This design comes from an exercise in tuning for small area, a short achievable clock period and few clock cycles on the open sky130 flow, not from production work. No activity file was given, so power comes from the tool's default toggle rates.

Setup of run M:
==> flow/design.v <==
`timescale 1 ns / 1 ps
module Sobel (
    input         ap_clk,
    input         ap_rst,
    input         ap_start,
    output        ap_done,
    output        ap_idle,
    output        ap_ready,
    input  [31:0] p_src_mat_rows_read,
    input  [31:0] p_src_mat_cols_read,
    output [11:0] p_src_mat_data_V_address0,
    output        p_src_mat_data_V_ce0,
    input  [7:0]  p_src_mat_data_V_q0,
    output [11:0] p_dst_matx_data_V_address0,
    output        p_dst_matx_data_V_ce0,
    output        p_dst_matx_data_V_we0,
    output [7:0]  p_dst_matx_data_V_d0,
    output [11:0] p_dst_maty_data_V_address0,
    output        p_dst_maty_data_V_ce0,
    output        p_dst_maty_data_V_we0,
    output [7:0]  p_dst_maty_data_V_d0
);
localparam H  = 12;            
localparam PW = $clog2(H + 2);   
localparam LH = $clog2(H + 1) - 1;   
localparam XL = H - (1 << LH) + 1;   
localparam NS = LH + 1;
wire [12:0] R_in = p_src_mat_rows_read[12:0];
wire [6:0]  C_in = p_src_mat_cols_read[6:0];
reg          busy;             
reg          run;              
reg  [5:0]   cm1;              
reg  [6:0]   cc;               
reg  [12:0]  rem;              
reg          nfull;            
reg          nlast;            
reg  [PW-1:0] nvlen;           
reg          last;             
reg  [PW-1:0] vlen;            
reg  [PW-1:0] p;               
reg          colend;           
reg          cn;               
reg          r1;               
reg  [5:0]   cr;               
reg          lastcol;          
reg          col0, col1;       
reg          c1;               
reg          k_row, k_col, k_new;   
reg          k_ci;             
reg          flush;            
reg          ovl;              
reg          s0;               
reg          t0;               
reg  [11:0]  rd;               
reg  [11:0]  cb;               
reg          rdce;
wire accept  = !busy && ap_start;
wire st_new  = colend && (flush ? !last : (lastcol && !last && nfull));   
wire st_fl   = colend && !flush && lastcol && (last || !nfull);            
wire st_col  = colend && !flush && !lastcol;                               
wire st_end  = colend && flush && last;
wire ext     = flush && last && !r1;
wire [11:0] rd_row = rd + {5'd0, cc};
wire [11:0] rd_col = cb + 1'b1;
wire [11:0] rd_str = rd + ~{5'd0, cm1, 1'b1} + k_ci;
wire [11:0] rd_n   = ({12{k_row}} & rd_row) | ({12{k_col}} & rd_col) | ({12{k_new}} & rd_str);
wire         n_run    = run && !st_end;
wire         n_flush  = st_fl ? 1'b1 : st_new ? 1'b0 : flush;
wire         n_last   = st_new ? nlast : last;
wire [PW-1:0] n_p     = colend ? {PW{1'b0}} : p + 1'b1;
wire         n_colend = !colend && (p == vlen);
wire         n_cn     = !colend && !cn && (p == vlen);
wire         n_kcol   = n_colend && !flush && (!lastcol || last || !nfull);
wire         n_knew   = n_colend && (flush ? !last : (lastcol && !last && nfull));
always @(posedge ap_clk) begin
    if (ap_rst) begin
        busy <= 1'b0;
        run  <= 1'b0;
        rdce <= 1'b0;
        k_row <= 1'b0;
        k_col <= 1'b0;
        k_new <= 1'b0;
    end else if (accept) begin
        busy <= 1'b1;
        run  <= 1'b1;
        rdce <= 1'b1;
        k_row <= 1'b1;
        k_col <= 1'b0;
        k_new <= 1'b0;
    end else begin
        k_row <= n_run && !(ext ? cn : n_colend);
        k_col <= n_run && n_kcol;
        k_new <= n_run && n_knew;
        if (ap_done) busy <= 1'b0;
        run  <= n_run;
        rdce <= n_run && !n_flush && !(r1 && n_colend);
    end
end
always @(posedge ap_clk) begin
    nfull <= (rem >= 2*H + 2);
    nlast <= (rem <= 2*H + 2);
    nvlen <= (rem <= 2*H + 2) ? rem[PW-1:0] - (H + 2) : H;
    if (accept) begin
        cm1    <= C_in[5:0] - 1'b1;
        rem    <= R_in;
        last   <= (R_in <= H + 2);
        vlen   <= (R_in <= H + 2) ? ((R_in == 13'd1) ? {PW{1'b0}} : R_in[PW-1:0] - 2'd2) : H;
        r1     <= (R_in == 13'd1);
        cn     <= 1'b0;
        p      <= 0;
        colend <= 1'b0;
        flush  <= 1'b0;
        ovl    <= 1'b0;
        s0     <= 1'b1;
        t0     <= 1'b1;
        cb     <= 12'd0;
        cc     <= C_in;
        cr     <= C_in[5:0] - 1'b1;
        lastcol <= (C_in[5:0] == 6'd1);
        c1     <= (C_in[5:0] == 6'd1);
        col0   <= 1'b1;
        col1   <= 1'b0;
        k_ci   <= 1'b1;
    end else begin
        k_ci   <= !(n_knew && flush);
        p      <= n_p;
        colend <= ext ? cn : n_colend;
        cn     <= n_cn;
        flush  <= n_flush;
        last   <= n_last;
        if (k_col) cb <= rd_col;
        if (k_new) cb <= rd_str;
        if (st_new) begin
            rem  <= rem - H;
            vlen <= nvlen;
            s0   <= 1'b0;
            cr   <= cm1;
            lastcol <= c1;
            col0 <= 1'b1;
            col1 <= 1'b0;
            ovl  <= !flush;
            t0   <= s0;
        end
        if (st_fl || st_col) begin
            cr   <= cr - 1'b1;
            lastcol <= (cr == 6'd1);
            col0 <= 1'b0;
            col1 <= col0;
            ovl  <= 1'b0;
            t0   <= s0;
        end
    end
end
always @(posedge ap_clk) rd <= rd_n;
assign p_src_mat_data_V_address0 = rd;
assign p_src_mat_data_V_ce0      = rdce;
wire m_bot    = last && !r1 && ((p == 0 && !col0 && !col1) || (flush && colend));
wire m_valid  = run && (((!col0 || ovl) && ((p >= 2) || (p == 1 && t0))) || m_bot);
wire m_top    = t0 && (p == 1);
wire m_left   = ovl ? c1 : col1;
wire m_last   = run && st_end;
wire m_fcol   = t0 ? (p == 1) : (p == 2);
wire m_fstrip = m_left && !t0;
wire m_first  = m_left && t0 && (p == 1);    
reg m1_bot, m2_bot, m3_bot;
reg m1_valid, m1_top, m1_left, m1_right, m1_last, m1_fcol, m1_fstrip, m1_first;
reg m2_valid, m2_right, m2_last, m2_fcol, m2_fstrip, m2_first;
reg m3_valid, m3_right, m3_last;
reg w_row, w_col, w_str, w_hold, w_keep;
reg ce_d1;
always @(posedge ap_clk) begin
    if (ap_rst) begin
        m1_valid <= 1'b0; m1_last <= 1'b0;
        m2_valid <= 1'b0; m2_last <= 1'b0;
        m3_valid <= 1'b0; m3_last <= 1'b0;
        ce_d1 <= 1'b0;
    end else begin
        m1_valid <= m_valid;  m1_last <= m_last;
        m2_valid <= m1_valid; m2_last <= m1_last;
        m3_valid <= m2_valid; m3_last <= m2_last;
        ce_d1 <= rdce;
    end
end
always @(posedge ap_clk) begin
    m1_bot <= m_bot; m2_bot <= m1_bot;
    m1_top <= m_top; m1_left <= m_left; m1_right <= ovl; m1_fcol <= m_fcol; m1_fstrip <= m_fstrip; m1_first <= m_first;
    m2_right <= m1_right; m2_fcol <= m1_fcol; m2_fstrip <= m1_fstrip; m2_first <= m1_first;
    m3_right <= m2_right; m3_bot <= m2_bot;
    w_row  <= m2_valid && !m2_fcol;
    w_col  <= m2_valid && m2_fcol && !m2_fstrip && !m2_first;
    w_str  <= m2_valid && m2_fcol && m2_fstrip;
    w_hold <= !m2_valid;
    w_keep <= !(m2_valid && m2_fcol);
end
reg  [NS-1:0] sen;
always @(posedge ap_clk) begin
    if (vlen >= (1 << LH)) sen <= {1'b1, vlen[LH-1:0] - XL[LH-1:0]};
    else                   sen <= {1'b0, vlen[LH-1:0]};
end
reg [7:0] e0, e1, e2, f0, f1, f2, g0, g1, g2;
reg [7:0] e0m, g0m;
reg [8*H-1:0] va, vb;
wire [7:0] ca [0:NS];
wire [7:0] cv [0:NS];
assign ca[0] = e1;
assign cv[0] = f1;
genvar gi, gj;
generate
    for (gi = 0; gi < NS; gi = gi + 1) begin : seg
        localparam integer LEN  = (gi < LH) ? (1 << gi) : XL;
        localparam integer BASE = (gi < LH) ? ((1 << gi) - 1) : ((1 << LH) - 1);
        always @(posedge ap_clk) begin
            va[8*BASE +: 8] <= ca[gi];
            vb[8*BASE +: 8] <= cv[gi];
        end
        for (gj = 1; gj < LEN; gj = gj + 1) begin : st
            always @(posedge ap_clk) begin
                va[8*(BASE+gj) +: 8] <= va[8*(BASE+gj-1) +: 8];
                vb[8*(BASE+gj) +: 8] <= vb[8*(BASE+gj-1) +: 8];
            end
        end
        assign ca[gi+1] = sen[gi] ? va[8*(BASE+LEN-1) +: 8] : ca[gi];
        assign cv[gi+1] = sen[gi] ? vb[8*(BASE+LEN-1) +: 8] : cv[gi];
    end
endgenerate
always @(posedge ap_clk) begin
    e0 <= ce_d1 ? p_src_mat_data_V_q0 : 8'd0;
    e0m <= (ce_d1 && !m1_bot && !m1_right) ? p_src_mat_data_V_q0 : 8'd0;
    g0m <= (m1_left || m1_bot) ? 8'd0 : cv[NS];
    e1 <= e0;
    e2 <= (m1_top || m1_right) ? 8'd0 : e1;
    f0 <= ca[NS];
    f1 <= f0;
    f2 <= m1_top ? 8'd0 : f1;
    g0 <= m1_left ? 8'd0 : cv[NS];
    g1 <= g0;
    g2 <= m1_top ? 8'd0 : g1;
end
reg [9:0] sxp, sxm, syp, sym;
always @(posedge ap_clk) begin
    sxp <= {2'd0, e2} + {1'd0, e1, 1'b0} + {2'd0, e0m};
    sxm <= {2'd0, g2} + {1'd0, g1, 1'b0} + {2'd0, g0m};
    syp <= {2'd0, g0} + {1'd0, f0, 1'b0} + {2'd0, e0m};
    sym <= {2'd0, g2} + {1'd0, f2, 1'b0} + {2'd0, e2};
end
wire [10:0] gx = {1'b0, sxp} - {1'b0, sxm};
wire [10:0] gy = {1'b0, m3_bot ? 10'd0 : syp} - {1'b0, sym};
wire [7:0] cx = (gx[10] || m3_right) ? 8'd0 : (|gx[9:8]) ? 8'd255 : gx[7:0];
wire [7:0] cy = gy[10] ? 8'd0 : (|gy[9:8]) ? 8'd255 : gy[7:0];
reg [7:0]  ox, oy;
reg [11:0] oa, wcb;
reg        owe, odone;
wire [11:0] oa_row = oa + {5'd0, cc};
wire [11:0] oa_str = oa + 1'b1;
wire [11:0] oa_col = wcb + 1'b1;
wire [11:0] oa_n = ({12{w_row}} & oa_row) | ({12{w_col}} & oa_col) | ({12{w_str}} & oa_str) | ({12{w_hold}} & oa);
wire [11:0] wcb_n = ({12{w_col}} & oa_col) | ({12{w_str}} & oa_str) | ({12{w_keep}} & wcb);
always @(posedge ap_clk) begin
    ox <= cx;
    oy <= cy;
    wcb <= wcb_n;
    oa  <= oa_n;
end
always @(posedge ap_clk) begin
    if (ap_rst) begin
        owe   <= 1'b0;
        odone <= 1'b0;
    end else begin
        owe   <= m3_valid;
        odone <= m3_last;
    end
end
assign p_dst_matx_data_V_address0 = oa;
assign p_dst_matx_data_V_ce0      = owe;
assign p_dst_matx_data_V_we0      = owe;
assign p_dst_matx_data_V_d0       = ox;
assign p_dst_maty_data_V_address0 = oa;
assign p_dst_maty_data_V_ce0      = owe;
assign p_dst_maty_data_V_we0      = owe;
assign p_dst_maty_data_V_d0       = oy;
assign ap_done  = odone;
assign ap_ready = odone;
assign ap_idle  = !busy && !ap_start;
endmodule
==> flow/config.mk <==
export PLATFORM = sky130hd
export DESIGN_NAME = Sobel
export DESIGN_NICKNAME = Sobel
export VERILOG_FILES = /design/flow/design.v
export SDC_FILE = /design/flow/constraint.sdc
export NUM_CORES = 4
export LEC_CHECK = 0
export CAP_MARGIN = 20
export CORE_MARGIN = 2
export CORE_UTILIZATION = 55
export CTS_CLUSTER_DIAMETER = 60
export CTS_CLUSTER_SIZE = 24
export SETUP_SLACK_MARGIN = 2.5
export SLEW_MARGIN = 20
export BUFFER_PORTS_ARGS = -buffer_cell sky130_fd_sc_hd__buf_1
==> flow/constraint.sdc <==
create_clock -name core_clock -period 5.0 [get_ports {ap_clk}]
set_input_delay 1.0000 -clock core_clock [delete_from_list [all_inputs] [get_ports {ap_clk}]]
set_output_delay 1.0000 -clock core_clock [all_outputs]
set_load 0.01 [all_outputs]
standard.sh (not shown) runs the stock make flow with config.mk's settings and CLKGATE_MAP_FILE= SYNTH_SCRIPT=/design/flow/synth_recipe.tcl, a recipe that flattens the netlist after the stock synthesis.
==> flow/flow/run.sh <==
#!/bin/bash
# Standard layout flow; only the cell used to buffer the ports is chosen
# (sky130_fd_sc_hd__buf_1 instead of the tool's default pick).
set -o pipefail
cp standard.sh standard_sh_copy.log
cp config.mk config_orig.log
echo 'export BUFFER_PORTS_ARGS = -buffer_cell sky130_fd_sc_hd__buf_1' >> config.mk
bash standard.sh > standard_run.log 2>&1
Inputs modified between run M and run R:
--- a/flow/design.v
+++ b/flow/design.v
@@ -19,9 +19,9 @@
     output        p_dst_maty_data_V_ce0,
     output        p_dst_maty_data_V_we0,
     output [7:0]  p_dst_maty_data_V_d0
 );
-localparam H  = 12;            
+localparam H  = 16;            
 localparam PW = $clog2(H + 2);   
 localparam LH = $clog2(H + 1) - 1;   
 localparam XL = H - (1 << LH) + 1;   
 localparam NS = LH + 1;
==> comparison <==
- Sort run M and run R by share of total power consumed by net switching desc -> top: run M
- There was hardly any difference in CTS clock-pin slew for the worst setup and hold paths between run M and run R.
- Comparing run M and run R, the higher gate count after technology mapping was measured on run R.
- g0[2] as the timing endpoint of the critical path was reported by run R, and oy[4] by run M.
- [compare] base=run M new=run R: number of enable-type register cells in the synthesized netlist climbed about 2.5%, first-iteration DRC count dropped 17%, total buffers and inverters traversed by the critical path climbed 1, growth of design area from synthesis to finish dropped 2.7 points, pre-CTS setup slack dropped 85 ps.
- Of run M and run R, the run reporting the higher sequential group share of total power was run R.
- Summary of run R over run M: post-route cell area now sits higher; number of global-route vias before repair rose about 1.1%.
Function was not checked in any run of this note: the RTL went through the layout flow alone.

static timing again, ports no longer ideal:
No port has a modelled driver above. Below, the same layouts with a new extraction and two added sets of constraints. Step 1 sets driving cells, clkbuf_16 on the clock port and buf_2 on the other inputs (assumed; they add their load-dependent delay and slew). Step 2 moves the port delays by t, midway between the first and last clock arrival at a register: inputs arrive t later, outputs are due t later. That takes back most of the time a late clock gives input paths. Slacks: ideal ports / drivers / drivers and shift; pairs: ideal ports / drivers.
| run | shift t [ns] | setup WS [ns] | slew at the worst register clock pin (ns) |
|---|---|---|---|
| run M | 0.580 | 2.475 / 2.475 / 2.220 | 0.09 / 0.09 |
| run R | 0.596 | 2.573 / 2.573 / 2.235 | 0.09 / 0.09 |
After both steps every run listed still meets setup and hold. The setup slack of run R, which loses most, moves by 0.000 ns with the drivers and by -0.338 ns with both steps.
